Source: an optimization exercise on an open RTL-to-GDS flow (aim: small area and a short achievable clock period). Production flows keep margins and buffers that such runs may drop. At most, simulation tests tie the RTL to the original design; equivalence was not proved. The clock port is modelled as an ideal driver; clocking choices that lean on that would not hold on a real chip. No activity file was given, so power comes from the tool's default toggle rates.

==> module alu, before the edit <==
module alu (clk, operand_a, operand_b, cin, rlo, rhi, result, lo_next, hi_next);
    input clk;
    input [7:0] operand_a, operand_b;
    input cin;
    input [3:0] rlo;
    input [7:0] rhi;
    output [7:0] result;
    output [3:0] lo_next;
    output [7:0] hi_next;
    wire [7:0] p = operand_a ^ operand_b;
    wire [7:0] g = operand_a & operand_b;
    wire G10 = g[1] | (p[1] & g[0]), P10 = p[1] & p[0];
    wire G32 = g[3] | (p[3] & g[2]), P32 = p[3] & p[2];
    wire G54 = g[5] | (p[5] & g[4]), P54 = p[5] & p[4];
    wire G64 = g[6] | (p[6] & G54),  P64 = p[6] & P54;
    wire G52 = G54 | (P54 & G32),    P52 = P54 & P32;
    wire G62 = G64 | (P64 & G32),    P62 = P64 & P32;
    wire [7:0] c;
    assign c[0] = cin;
    assign c[1] = g[0] | (p[0] & cin);
    assign c[2] = G10 | (P10 & cin);
    assign c[3] = g[2] | (p[2] & c[2]);
    assign c[4] = G32 | (P32 & c[2]);
    assign c[5] = g[4] | (p[4] & c[4]);
    assign c[6] = G52 | (P52 & c[2]);
    assign c[7] = G62 | (P62 & c[2]);
    wire [7:0] sum = p ^ c;
    reg [7:5] result_hi;
    always @(posedge clk)
        result_hi <= sum[7:5];
    assign result = {result_hi,
                     rhi[4] | rhi[5] | rhi[6] | rhi[7],
                     rhi[2] | rhi[3] | rhi[6] | rhi[7],
                     rhi[1] | rhi[3] | rhi[5] | rhi[7],
                     rlo[2] | rlo[3],
                     rlo[1] | rlo[3]};
    wire [1:0] s_lo = sum[1:0];
    assign lo_next = 4'b0001 << s_lo;
    wire [2:0] s0 = operand_a[4:2] + operand_b[4:2];
    wire [7:0] d0 = 8'b00000001 << s0;
    wire [7:0] d1 = {d0[6:0], d0[7]};
    assign hi_next = c[2] ? d1 : d0;
endmodule
==> module reg_mem, before the edit <==
module reg_mem (lo_next, hi_next, data_in, wen, clk, data_out, rlo, rhi);
    input [3:0] lo_next;
    input [7:0] hi_next;
    input [7:0] data_in;
    input wen;
    input clk;
    output reg [7:0] data_out;
    reg [255:0] mem_bits;
    output reg [3:0] rlo;
    output reg [7:0] rhi;
    wire [7:0] rd [0:32];
    assign rd[0] = 8'd0;
    always @(posedge clk) begin
        rlo <= lo_next;
        rhi <= hi_next;
    end
    genvar k;
    generate
        for (k = 0; k < 32; k = k + 1) begin : word
            wire hit = rlo[k % 4] & rhi[k / 4];
            always @(posedge clk)
                if (wen & hit)
                    mem_bits[8*k +: 8] <= data_in;
            assign rd[k+1] = rd[k] | ({8{hit}} & mem_bits[8*k +: 8]);
        end
    endgenerate
    always @(posedge clk)
        data_out <= wen ? 8'd0 : rd[32];
endmodule
==> module CU, before the edit <==
module CU (clk, rst, instr, result, data_out, operand1, operand_b, store_data,
           alu_cin, w_r, regfile_a, regfile_b, regfile_c, regfile_d);
    input clk, rst;
    input [19:0] instr;
    input [7:0] result, data_out;
    output reg [7:0] operand1, operand_b, store_data;
    output reg alu_cin, w_r;
    output reg [7:0] regfile_a, regfile_b, regfile_c, regfile_d;
    reg s_reset, s_decode, s_execute, s_mem, s_wb;
    reg sel1;
    reg [7:0] regfile [0:3];
    wire [1:0] t = instr[19:18];
    wire is_std = ~t[1] & t[0];
    wire is_load = t[1] & ~t[0];
    wire is_store = t[1] & t[0];
    wire ld_any = ~s_reset;
    wire ld_std = ~s_reset & ~s_mem;
    wire load = t[1] ? ld_any : (t[0] & ld_std);
    wire [7:0] x1 = regfile[instr[17:16]];
    wire [7:0] x2 = regfile[instr[15:14]];
    wire [7:0] x3 = regfile[instr[13:12]];
    wire op_ok = ~s_reset & (instr[3:1] == 3'b000);
    wire s_reset_nx = rst | (s_reset & (t == 2'b00));
    wire sel1_nx = s_reset ? 1'b0 : (load ? is_std : sel1);
    wire [7:0] result2 = sel1 ? result : data_out;
    wire wb = s_wb & (is_std | is_load);
    always @(posedge clk) begin
        if (load | s_reset) begin
            operand1 <= op_ok ? (is_store ? x1 : x2) : 8'd0;
            operand_b <= op_ok ? ((is_std ? x3 : instr[11:4]) ^ {8{instr[0]}}) : 8'd0;
            alu_cin <= op_ok & instr[0];
        end
        if (load)
            store_data <= x2;
        sel1 <= sel1_nx;
        if (rst | s_reset)
            w_r <= 1'b0;
        else if (load)
            w_r <= is_store;
        if (s_reset) begin
            regfile[0] <= 8'd0;
            regfile[1] <= 8'd1;
            regfile[2] <= 8'd2;
            regfile[3] <= 8'd3;
        end else if (wb)
            regfile[instr[17:16]] <= result2;
        if (rst) begin
            regfile_a <= 8'd0;
            regfile_b <= 8'd0;
            regfile_c <= 8'd0;
            regfile_d <= 8'd0;
        end else if (s_execute) begin
            regfile_a <= regfile[0];
            regfile_b <= regfile[1];
            regfile_c <= regfile[2];
            regfile_d <= regfile[3];
        end
        s_reset <= s_reset_nx;
        s_decode <= ~rst & ((s_reset & (t != 2'b00)) | (s_mem & is_store) | s_wb);
        s_execute <= ~rst & s_decode;
        s_mem <= ~rst & s_execute & ~is_std;
        s_wb <= ~rst & ((s_execute & is_std) | (s_mem & ~is_store));
    end
endmodule
==> module simple_cpu, before the edit <==
module simple_cpu (clk, rst, instruction, regfile_a, regfile_b, regfile_c, regfile_d);
    input clk, rst;
    input [19:0] instruction;
    output [7:0] regfile_a, regfile_b, regfile_c, regfile_d;
    wire [7:0] operand1, operand_b, store_data, result, data_out;
    wire [3:0] lo_next;
    wire [7:0] hi_next;
    wire [3:0] rlo;
    wire [7:0] rhi;
    wire alu_cin, w_r;
    alu alu1 (clk, operand1, operand_b, alu_cin, rlo, rhi, result, lo_next, hi_next);
    reg_mem data_memory (lo_next, hi_next, store_data, w_r, clk, data_out, rlo, rhi);
    CU CU1 (clk, rst, instruction, result, data_out, operand1, operand_b, store_data,
            alu_cin, w_r, regfile_a, regfile_b, regfile_c, regfile_d);
endmodule
==> flow/config.mk <==
export PLATFORM = sky130hd
export DESIGN_NAME = simple_cpu
export DESIGN_NICKNAME = simple_cpu
export VERILOG_FILES = /design/flow/design.v
export SDC_FILE = /design/flow/constraint.sdc
export NUM_CORES = 4
export LEC_CHECK = 0
export ABC_AREA = 0
export CAP_MARGIN = 20
export CORE_MARGIN = 2
export CORE_UTILIZATION = 70
export SETUP_SLACK_MARGIN = 2.5
export SLEW_MARGIN = 20
export TNS_END_PERCENT = 10
==> flow/constraint.sdc <==
create_clock -name core_clock -period 4.0 [get_ports {clk}]
set_input_delay 0.8000 -clock core_clock [delete_from_list [all_inputs] [get_ports {clk}]]
set_output_delay 0.8000 -clock core_clock [all_outputs]
set_load 0.01 [all_outputs]
standard.sh (not shown) runs the stock make flow with config.mk's settings and CLKGATE_MAP_FILE= SYNTH_SCRIPT=/design/flow/synth_recipe.tcl, a recipe that flattens the netlist after the stock synthesis.
==> flow/flow/run.sh <==
#!/bin/bash
# The standard ORFS layout (standard.sh) with:
# - port buffers of buf_2 instead of the resizer's default delay cell;
# - CTS without dummy loads, built from clkbuf_8 in sink clusters of 16;
# - timing repair allowed to change a cell's footprint when sizing;
# - no full/half-adder cell extraction in synthesis (ABC maps the adder).
# Each tool's log stays under orfs/logs; make's own output goes to flow.log.
set -euo pipefail
export BUFFER_PORTS_ARGS="-buffer_cell sky130_fd_sc_hd__buf_2"
export CTS_ARGS="-sink_clustering_enable -repair_clock_nets -dont_use_dummy_load -buf_list sky130_fd_sc_hd__clkbuf_8 -sink_clustering_size 16 -sink_clustering_max_diameter 40"
bash standard.sh MATCH_CELL_FOOTPRINT=0 ADDER_MAP_FILE= finish > flow.log 2>&1
Edit:
--- a/flow/design.v
+++ b/flow/design.v
@@ -1,12 +1,10 @@
-module alu (clk, operand_a, operand_b, cin, rlo, rhi, result, lo_next, hi_next);
+module alu (clk, operand_a, operand_b, cin, en, result, lo_next, hi_next);
     input clk;
     input [7:0] operand_a, operand_b;
-    input cin;
-    input [3:0] rlo;
-    input [7:0] rhi;
-    output [7:0] result;
+    input cin, en;
+    output reg [7:0] result;
     output [3:0] lo_next;
     output [7:0] hi_next;
     wire [7:0] p = operand_a ^ operand_b;
     wire [7:0] g = operand_a & operand_b;
     wire G10 = g[1] | (p[1] & g[0]), P10 = p[1] & p[0];
@@ -23,36 +21,29 @@
     assign c[4] = G32 | (P32 & c[2]);
     assign c[5] = g[4] | (p[4] & c[4]);
     assign c[6] = G52 | (P52 & c[2]);
     assign c[7] = G62 | (P62 & c[2]);
     wire [7:0] sum = p ^ c;
-    reg [7:5] result_hi;
     always @(posedge clk)
-        result_hi <= sum[7:5];
-    assign result = {result_hi,
-                     rhi[4] | rhi[5] | rhi[6] | rhi[7],
-                     rhi[2] | rhi[3] | rhi[6] | rhi[7],
-                     rhi[1] | rhi[3] | rhi[5] | rhi[7],
-                     rlo[2] | rlo[3],
-                     rlo[1] | rlo[3]};
+        result <= en ? sum : 8'd0;
     wire [1:0] s_lo = sum[1:0];
-    assign lo_next = 4'b0001 << s_lo;
+    assign lo_next = en ? (4'b0001 << s_lo) : 4'b0001;
     wire [2:0] s0 = operand_a[4:2] + operand_b[4:2];
     wire [7:0] d0 = 8'b00000001 << s0;
     wire [7:0] d1 = {d0[6:0], d0[7]};
-    assign hi_next = c[2] ? d1 : d0;
+    assign hi_next = en ? (c[2] ? d1 : d0) : 8'b00000001;
 endmodule
-module reg_mem (lo_next, hi_next, data_in, wen, clk, data_out, rlo, rhi);
+module reg_mem (lo_next, hi_next, data_in, wen, clk, data_out);
     input [3:0] lo_next;
     input [7:0] hi_next;
     input [7:0] data_in;
     input wen;
     input clk;
     output reg [7:0] data_out;
     reg [255:0] mem_bits;
-    output reg [3:0] rlo;
-    output reg [7:0] rhi;
+    reg [3:0] rlo;
+    reg [7:0] rhi;
     wire [7:0] rd [0:32];
     assign rd[0] = 8'd0;
     always @(posedge clk) begin
         rlo <= lo_next;
         rhi <= hi_next;
@@ -69,16 +60,16 @@
     endgenerate
     always @(posedge clk)
         data_out <= wen ? 8'd0 : rd[32];
 endmodule
 module CU (clk, rst, instr, result, data_out, operand1, operand_b, store_data,
-           alu_cin, w_r, regfile_a, regfile_b, regfile_c, regfile_d);
+           alu_cin, alu_en, w_r, regfile_a, regfile_b, regfile_c, regfile_d);
     input clk, rst;
     input [19:0] instr;
     input [7:0] result, data_out;
     output reg [7:0] operand1, operand_b, store_data;
-    output reg alu_cin, w_r;
+    output reg alu_cin, alu_en, w_r;
     output reg [7:0] regfile_a, regfile_b, regfile_c, regfile_d;
     reg s_reset, s_decode, s_execute, s_mem, s_wb;
     reg sel1;
     reg [7:0] regfile [0:3];
     wire [1:0] t = instr[19:18];
@@ -89,24 +80,26 @@
     wire ld_std = ~s_reset & ~s_mem;
     wire load = t[1] ? ld_any : (t[0] & ld_std);
     wire [7:0] x1 = regfile[instr[17:16]];
     wire [7:0] x2 = regfile[instr[15:14]];
     wire [7:0] x3 = regfile[instr[13:12]];
-    wire op_ok = ~s_reset & (instr[3:1] == 3'b000);
     wire s_reset_nx = rst | (s_reset & (t == 2'b00));
     wire sel1_nx = s_reset ? 1'b0 : (load ? is_std : sel1);
     wire [7:0] result2 = sel1 ? result : data_out;
     wire wb = s_wb & (is_std | is_load);
     always @(posedge clk) begin
-        if (load | s_reset) begin
-            operand1 <= op_ok ? (is_store ? x1 : x2) : 8'd0;
-            operand_b <= op_ok ? ((is_std ? x3 : instr[11:4]) ^ {8{instr[0]}}) : 8'd0;
-            alu_cin <= op_ok & instr[0];
+        if (load) begin
+            operand1 <= is_store ? x1 : x2;
+            operand_b <= (is_std ? x3 : instr[11:4]) ^ {8{instr[0]}};
+            store_data <= x2;
+            alu_cin <= instr[0];
         end
-        if (load)
-            store_data <= x2;
         sel1 <= sel1_nx;
+        if (s_reset)
+            alu_en <= 1'b0;
+        else if (load)
+            alu_en <= (instr[3:1] == 3'b000);
         if (rst | s_reset)
             w_r <= 1'b0;
         else if (load)
             w_r <= is_store;
         if (s_reset) begin
@@ -140,13 +133,11 @@
     input [19:0] instruction;
     output [7:0] regfile_a, regfile_b, regfile_c, regfile_d;
     wire [7:0] operand1, operand_b, store_data, result, data_out;
     wire [3:0] lo_next;
     wire [7:0] hi_next;
-    wire [3:0] rlo;
-    wire [7:0] rhi;
-    wire alu_cin, w_r;
-    alu alu1 (clk, operand1, operand_b, alu_cin, rlo, rhi, result, lo_next, hi_next);
-    reg_mem data_memory (lo_next, hi_next, store_data, w_r, clk, data_out, rlo, rhi);
+    wire alu_cin, alu_en, w_r;
+    alu alu1 (clk, operand1, operand_b, alu_cin, alu_en, result, lo_next, hi_next);
+    reg_mem data_memory (lo_next, hi_next, store_data, w_r, clk, data_out);
     CU CU1 (clk, rst, instruction, result, data_out, operand1, operand_b, store_data,
-            alu_cin, w_r, regfile_a, regfile_b, regfile_c, regfile_d);
+            alu_cin, alu_en, w_r, regfile_a, regfile_b, regfile_c, regfile_d);
 endmodule
The new run completed with no timing, DRC or antenna violations.
Hold slack improves by 0.032 ns.
Sequential share of layout area rose by 0.80 points.
Clock power falls by a few percent.
Fmax rose by about a fifth.
Routed wire length shrinks by a few percent.
Function not checked in the first run of this note: the RTL went through the layout flow alone.

* * *

The RTL this note starts from:
==> flow/design.v <==
module alu (clk, operand_a, operand_b, cin, en, rlo, rhi, result, lo_next, hi_next);
    input clk;
    input [7:0] operand_a, operand_b;
    input cin, en;
    input [3:0] rlo;
    input [7:0] rhi;
    output [7:0] result;
    output [3:0] lo_next;
    output [7:0] hi_next;
    wire [7:0] p = operand_a ^ operand_b;
    wire [7:0] g = operand_a & operand_b;
    wire G10 = g[1] | (p[1] & g[0]), P10 = p[1] & p[0];
    wire G32 = g[3] | (p[3] & g[2]), P32 = p[3] & p[2];
    wire G54 = g[5] | (p[5] & g[4]), P54 = p[5] & p[4];
    wire G64 = g[6] | (p[6] & G54),  P64 = p[6] & P54;
    wire G52 = G54 | (P54 & G32),    P52 = P54 & P32;
    wire G62 = G64 | (P64 & G32),    P62 = P64 & P32;
    wire [7:0] c;
    assign c[0] = cin;
    assign c[1] = g[0] | (p[0] & cin);
    assign c[2] = G10 | (P10 & cin);
    assign c[3] = g[2] | (p[2] & c[2]);
    assign c[4] = G32 | (P32 & c[2]);
    assign c[5] = g[4] | (p[4] & c[4]);
    assign c[6] = G52 | (P52 & c[2]);
    assign c[7] = G62 | (P62 & c[2]);
    wire [7:0] sum = p ^ c;
    reg [7:5] result_hi;
    always @(posedge clk)
        result_hi <= en ? sum[7:5] : 3'd0;
    assign result = {result_hi,
                     rhi[4] | rhi[5] | rhi[6] | rhi[7],
                     rhi[2] | rhi[3] | rhi[6] | rhi[7],
                     rhi[1] | rhi[3] | rhi[5] | rhi[7],
                     rlo[2] | rlo[3],
                     rlo[1] | rlo[3]};
    wire [1:0] s_lo = sum[1:0];
    assign lo_next = en ? (4'b0001 << s_lo) : 4'b0001;
    wire [2:0] s0 = operand_a[4:2] + operand_b[4:2];
    wire [7:0] d0 = 8'b00000001 << s0;
    wire [7:0] d1 = {d0[6:0], d0[7]};
    assign hi_next = en ? (c[2] ? d1 : d0) : 8'b00000001;
endmodule
module reg_mem (lo_next, hi_next, data_in, wen, clk, data_out, rlo, rhi);
    input [3:0] lo_next;
    input [7:0] hi_next;
    input [7:0] data_in;
    input wen;
    input clk;
    output reg [7:0] data_out;
    reg [255:0] mem_bits;
    output reg [3:0] rlo;
    output reg [7:0] rhi;
    wire [7:0] rd [0:32];
    assign rd[0] = 8'd0;
    always @(posedge clk) begin
        rlo <= lo_next;
        rhi <= hi_next;
    end
    genvar k;
    generate
        for (k = 0; k < 32; k = k + 1) begin : word
            wire hit = rlo[k % 4] & rhi[k / 4];
            always @(posedge clk)
                if (wen & hit)
                    mem_bits[8*k +: 8] <= data_in;
            assign rd[k+1] = rd[k] | ({8{hit}} & mem_bits[8*k +: 8]);
        end
    endgenerate
    always @(posedge clk)
        data_out <= wen ? 8'd0 : rd[32];
endmodule
module CU (clk, rst, instr, result, data_out, operand1, operand_b, store_data,
           alu_cin, alu_en, w_r, regfile_a, regfile_b, regfile_c, regfile_d);
    input clk, rst;
    input [19:0] instr;
    input [7:0] result, data_out;
    output reg [7:0] operand1, operand_b, store_data;
    output reg alu_cin, alu_en, w_r;
    output reg [7:0] regfile_a, regfile_b, regfile_c, regfile_d;
    reg s_reset, s_decode, s_execute, s_mem, s_wb;
    reg sel1;
    reg [7:0] regfile [0:3];
    wire [1:0] t = instr[19:18];
    wire is_std = ~t[1] & t[0];
    wire is_load = t[1] & ~t[0];
    wire is_store = t[1] & t[0];
    wire ld_any = ~s_reset;
    wire ld_std = ~s_reset & ~s_mem;
    wire load = t[1] ? ld_any : (t[0] & ld_std);
    wire [7:0] x1 = regfile[instr[17:16]];
    wire [7:0] x2 = regfile[instr[15:14]];
    wire [7:0] x3 = regfile[instr[13:12]];
    wire s_reset_nx = rst | (s_reset & (t == 2'b00));
    wire sel1_nx = s_reset ? 1'b0 : (load ? is_std : sel1);
    wire [7:0] result2 = sel1 ? result : data_out;
    wire wb = s_wb & (is_std | is_load);
    always @(posedge clk) begin
        if (load) begin
            operand1 <= is_store ? x1 : x2;
            operand_b <= (is_std ? x3 : instr[11:4]) ^ {8{instr[0]}};
            store_data <= x2;
            alu_cin <= instr[0];
        end
        sel1 <= sel1_nx;
        if (s_reset)
            alu_en <= 1'b0;
        else if (load)
            alu_en <= (instr[3:1] == 3'b000);
        if (rst | s_reset)
            w_r <= 1'b0;
        else if (load)
            w_r <= is_store;
        if (s_reset) begin
            regfile[0] <= 8'd0;
            regfile[1] <= 8'd1;
            regfile[2] <= 8'd2;
            regfile[3] <= 8'd3;
        end else if (wb)
            regfile[instr[17:16]] <= result2;
        if (rst) begin
            regfile_a <= 8'd0;
            regfile_b <= 8'd0;
            regfile_c <= 8'd0;
            regfile_d <= 8'd0;
        end else if (s_execute) begin
            regfile_a <= regfile[0];
            regfile_b <= regfile[1];
            regfile_c <= regfile[2];
            regfile_d <= regfile[3];
        end
        s_reset <= s_reset_nx;
        s_decode <= ~rst & ((s_reset & (t != 2'b00)) | (s_mem & is_store) | s_wb);
        s_execute <= ~rst & s_decode;
        s_mem <= ~rst & s_execute & ~is_std;
        s_wb <= ~rst & ((s_execute & is_std) | (s_mem & ~is_store));
    end
endmodule
`timescale 1ns / 1ps
module simple_cpu (clk, rst, instruction, regfile_a, regfile_b, regfile_c, regfile_d);
    input clk, rst;
    input [19:0] instruction;
    output [7:0] regfile_a, regfile_b, regfile_c, regfile_d;
    wire [7:0] operand1, operand_b, store_data, result, data_out;
    wire [3:0] lo_next;
    wire [7:0] hi_next;
    wire [3:0] rlo;
    wire [7:0] rhi;
    wire alu_cin, alu_en, w_r;
    alu alu1 (clk, operand1, operand_b, alu_cin, alu_en, rlo, rhi, result, lo_next, hi_next);
    reg_mem data_memory (lo_next, hi_next, store_data, w_r, clk, data_out, rlo, rhi);
    CU CU1 (clk, rst, instruction, result, data_out, operand1, operand_b, store_data,
            alu_cin, alu_en, w_r, regfile_a, regfile_b, regfile_c, regfile_d);
endmodule
Settings: LEC_CHECK=0, ABC_AREA=0, CAP_MARGIN=20, CORE_MARGIN=2, CORE_UTILIZATION=70, SETUP_SLACK_MARGIN=2.5, SLEW_MARGIN=20, TNS_END_PERCENT=10; clock period 4.0 ns.
==> flow/flow/run.sh <==
#!/bin/bash
# The standard ORFS layout (standard.sh) with:
# - port buffers of buf_2 instead of the resizer's default delay cell;
# - CTS without dummy loads, built from clkbuf_8 in sink clusters of 16;
# - timing repair allowed to change a cell's footprint when sizing;
# - no full/half-adder cell extraction in synthesis (ABC maps the adder);
# - after CTS, greedy gate sizing on the worst path (post_cts.tcl, gsize.tcl).
# Each tool's log stays under orfs/logs; make's own output goes to flow.log.
set -euo pipefail
export BUFFER_PORTS_ARGS="-buffer_cell sky130_fd_sc_hd__buf_2"
export CTS_ARGS="-sink_clustering_enable -repair_clock_nets -dont_use_dummy_load -buf_list sky130_fd_sc_hd__clkbuf_8 -sink_clustering_size 16 -sink_clustering_max_diameter 40"
export POST_CTS_TCL="$PWD/flow/post_cts.tcl"
bash standard.sh MATCH_CELL_FOOTPRINT=0 ADDER_MAP_FILE= finish > flow.log 2>&1
Other scripts of this flow, unchanged in this note and not shown: flow/flow/gsize.tcl, flow/flow/post_cts.tcl
The baseline produced a clean layout.
==> next run, changes <==
--- a/flow/design.v
+++ b/flow/design.v
@@ -1,11 +1,9 @@
-module alu (clk, operand_a, operand_b, cin, en, rlo, rhi, result, lo_next, hi_next);
+module alu (clk, operand_a, operand_b, cin, en, result, lo_next, hi_next);
     input clk;
     input [7:0] operand_a, operand_b;
     input cin, en;
-    input [3:0] rlo;
-    input [7:0] rhi;
-    output [7:0] result;
+    output reg [7:0] result;
     output [3:0] lo_next;
     output [7:0] hi_next;
     wire [7:0] p = operand_a ^ operand_b;
     wire [7:0] g = operand_a & operand_b;
@@ -24,34 +22,27 @@
     assign c[5] = g[4] | (p[4] & c[4]);
     assign c[6] = G52 | (P52 & c[2]);
     assign c[7] = G62 | (P62 & c[2]);
     wire [7:0] sum = p ^ c;
-    reg [7:5] result_hi;
     always @(posedge clk)
-        result_hi <= en ? sum[7:5] : 3'd0;
-    assign result = {result_hi,
-                     rhi[4] | rhi[5] | rhi[6] | rhi[7],
-                     rhi[2] | rhi[3] | rhi[6] | rhi[7],
-                     rhi[1] | rhi[3] | rhi[5] | rhi[7],
-                     rlo[2] | rlo[3],
-                     rlo[1] | rlo[3]};
+        result <= en ? sum : 8'd0;
     wire [1:0] s_lo = sum[1:0];
     assign lo_next = en ? (4'b0001 << s_lo) : 4'b0001;
     wire [2:0] s0 = operand_a[4:2] + operand_b[4:2];
     wire [7:0] d0 = 8'b00000001 << s0;
     wire [7:0] d1 = {d0[6:0], d0[7]};
     assign hi_next = en ? (c[2] ? d1 : d0) : 8'b00000001;
 endmodule
-module reg_mem (lo_next, hi_next, data_in, wen, clk, data_out, rlo, rhi);
+module reg_mem (lo_next, hi_next, data_in, wen, clk, data_out);
     input [3:0] lo_next;
     input [7:0] hi_next;
     input [7:0] data_in;
     input wen;
     input clk;
     output reg [7:0] data_out;
     reg [255:0] mem_bits;
-    output reg [3:0] rlo;
-    output reg [7:0] rhi;
+    reg [3:0] rlo;
+    reg [7:0] rhi;
     wire [7:0] rd [0:32];
     assign rd[0] = 8'd0;
     always @(posedge clk) begin
         rlo <= lo_next;
@@ -143,12 +134,10 @@
     output [7:0] regfile_a, regfile_b, regfile_c, regfile_d;
     wire [7:0] operand1, operand_b, store_data, result, data_out;
     wire [3:0] lo_next;
     wire [7:0] hi_next;
-    wire [3:0] rlo;
-    wire [7:0] rhi;
     wire alu_cin, alu_en, w_r;
-    alu alu1 (clk, operand1, operand_b, alu_cin, alu_en, rlo, rhi, result, lo_next, hi_next);
-    reg_mem data_memory (lo_next, hi_next, store_data, w_r, clk, data_out, rlo, rhi);
+    alu alu1 (clk, operand1, operand_b, alu_cin, alu_en, result, lo_next, hi_next);
+    reg_mem data_memory (lo_next, hi_next, store_data, w_r, clk, data_out);
     CU CU1 (clk, rst, instruction, result, data_out, operand1, operand_b, store_data,
             alu_cin, alu_en, w_r, regfile_a, regfile_b, regfile_c, regfile_d);
 endmodule
Result: The changed run went through all stages and came out clean. Worst hold slack barely changes. Maximum frequency increases by a few percent. Clock skew hardly moves. Sequential share of layout area shrinks by 1.1 points. Utilization rose by 1.8 points. Area after synthesis came out higher slightly. Via count rises slightly. First-iteration DRC count rose by about a fifth. Non-clock buffer count increases by 9. Design area came out higher by a few percent. Combinational power is higher by roughly a tenth. Power rises slightly. Die area grows slightly. Setup slack gets better by 0.080 ns.
The RTL of the first run of this note was laid out without a check of its function.

[port drivers added, routing unchanged]
How much do the figures lean on ideal ports? The routed layouts below were timed once more, with nothing changed but the port constraints.
Step 1 sets driving cells, clkbuf_16 on the clock port and buf_2 on the other inputs (assumed; they add their load-dependent delay and slew).
Step 2 times the ports against the registers' clock, not the clock port: input delays grow and output delays shrink by t, the midpoint of the rising clock arrivals with the driver on.
a / b / c = ideal ports / drivers / drivers and shift; a / b = the first two.
run	shift t [ns]	setup WS [ns]	clock arrival spread, ns
the first run of note 1	0.605	1.916 / 1.916 / 1.741	0.054 / 0.054
the second run of note 1	0.568	2.206 / 2.163 / 1.715	0.053 / 0.053
the first run of note 2	0.585	2.110 / 2.110 / 1.711	0.064 / 0.064
the second run of note 2	0.568	2.190 / 2.164 / 1.712	0.051 / 0.052
After both steps every run listed still meets setup and hold. The setup slack of the second run of note 1, which loses most, moves by -0.043 ns with the drivers and by -0.491 ns with both steps.
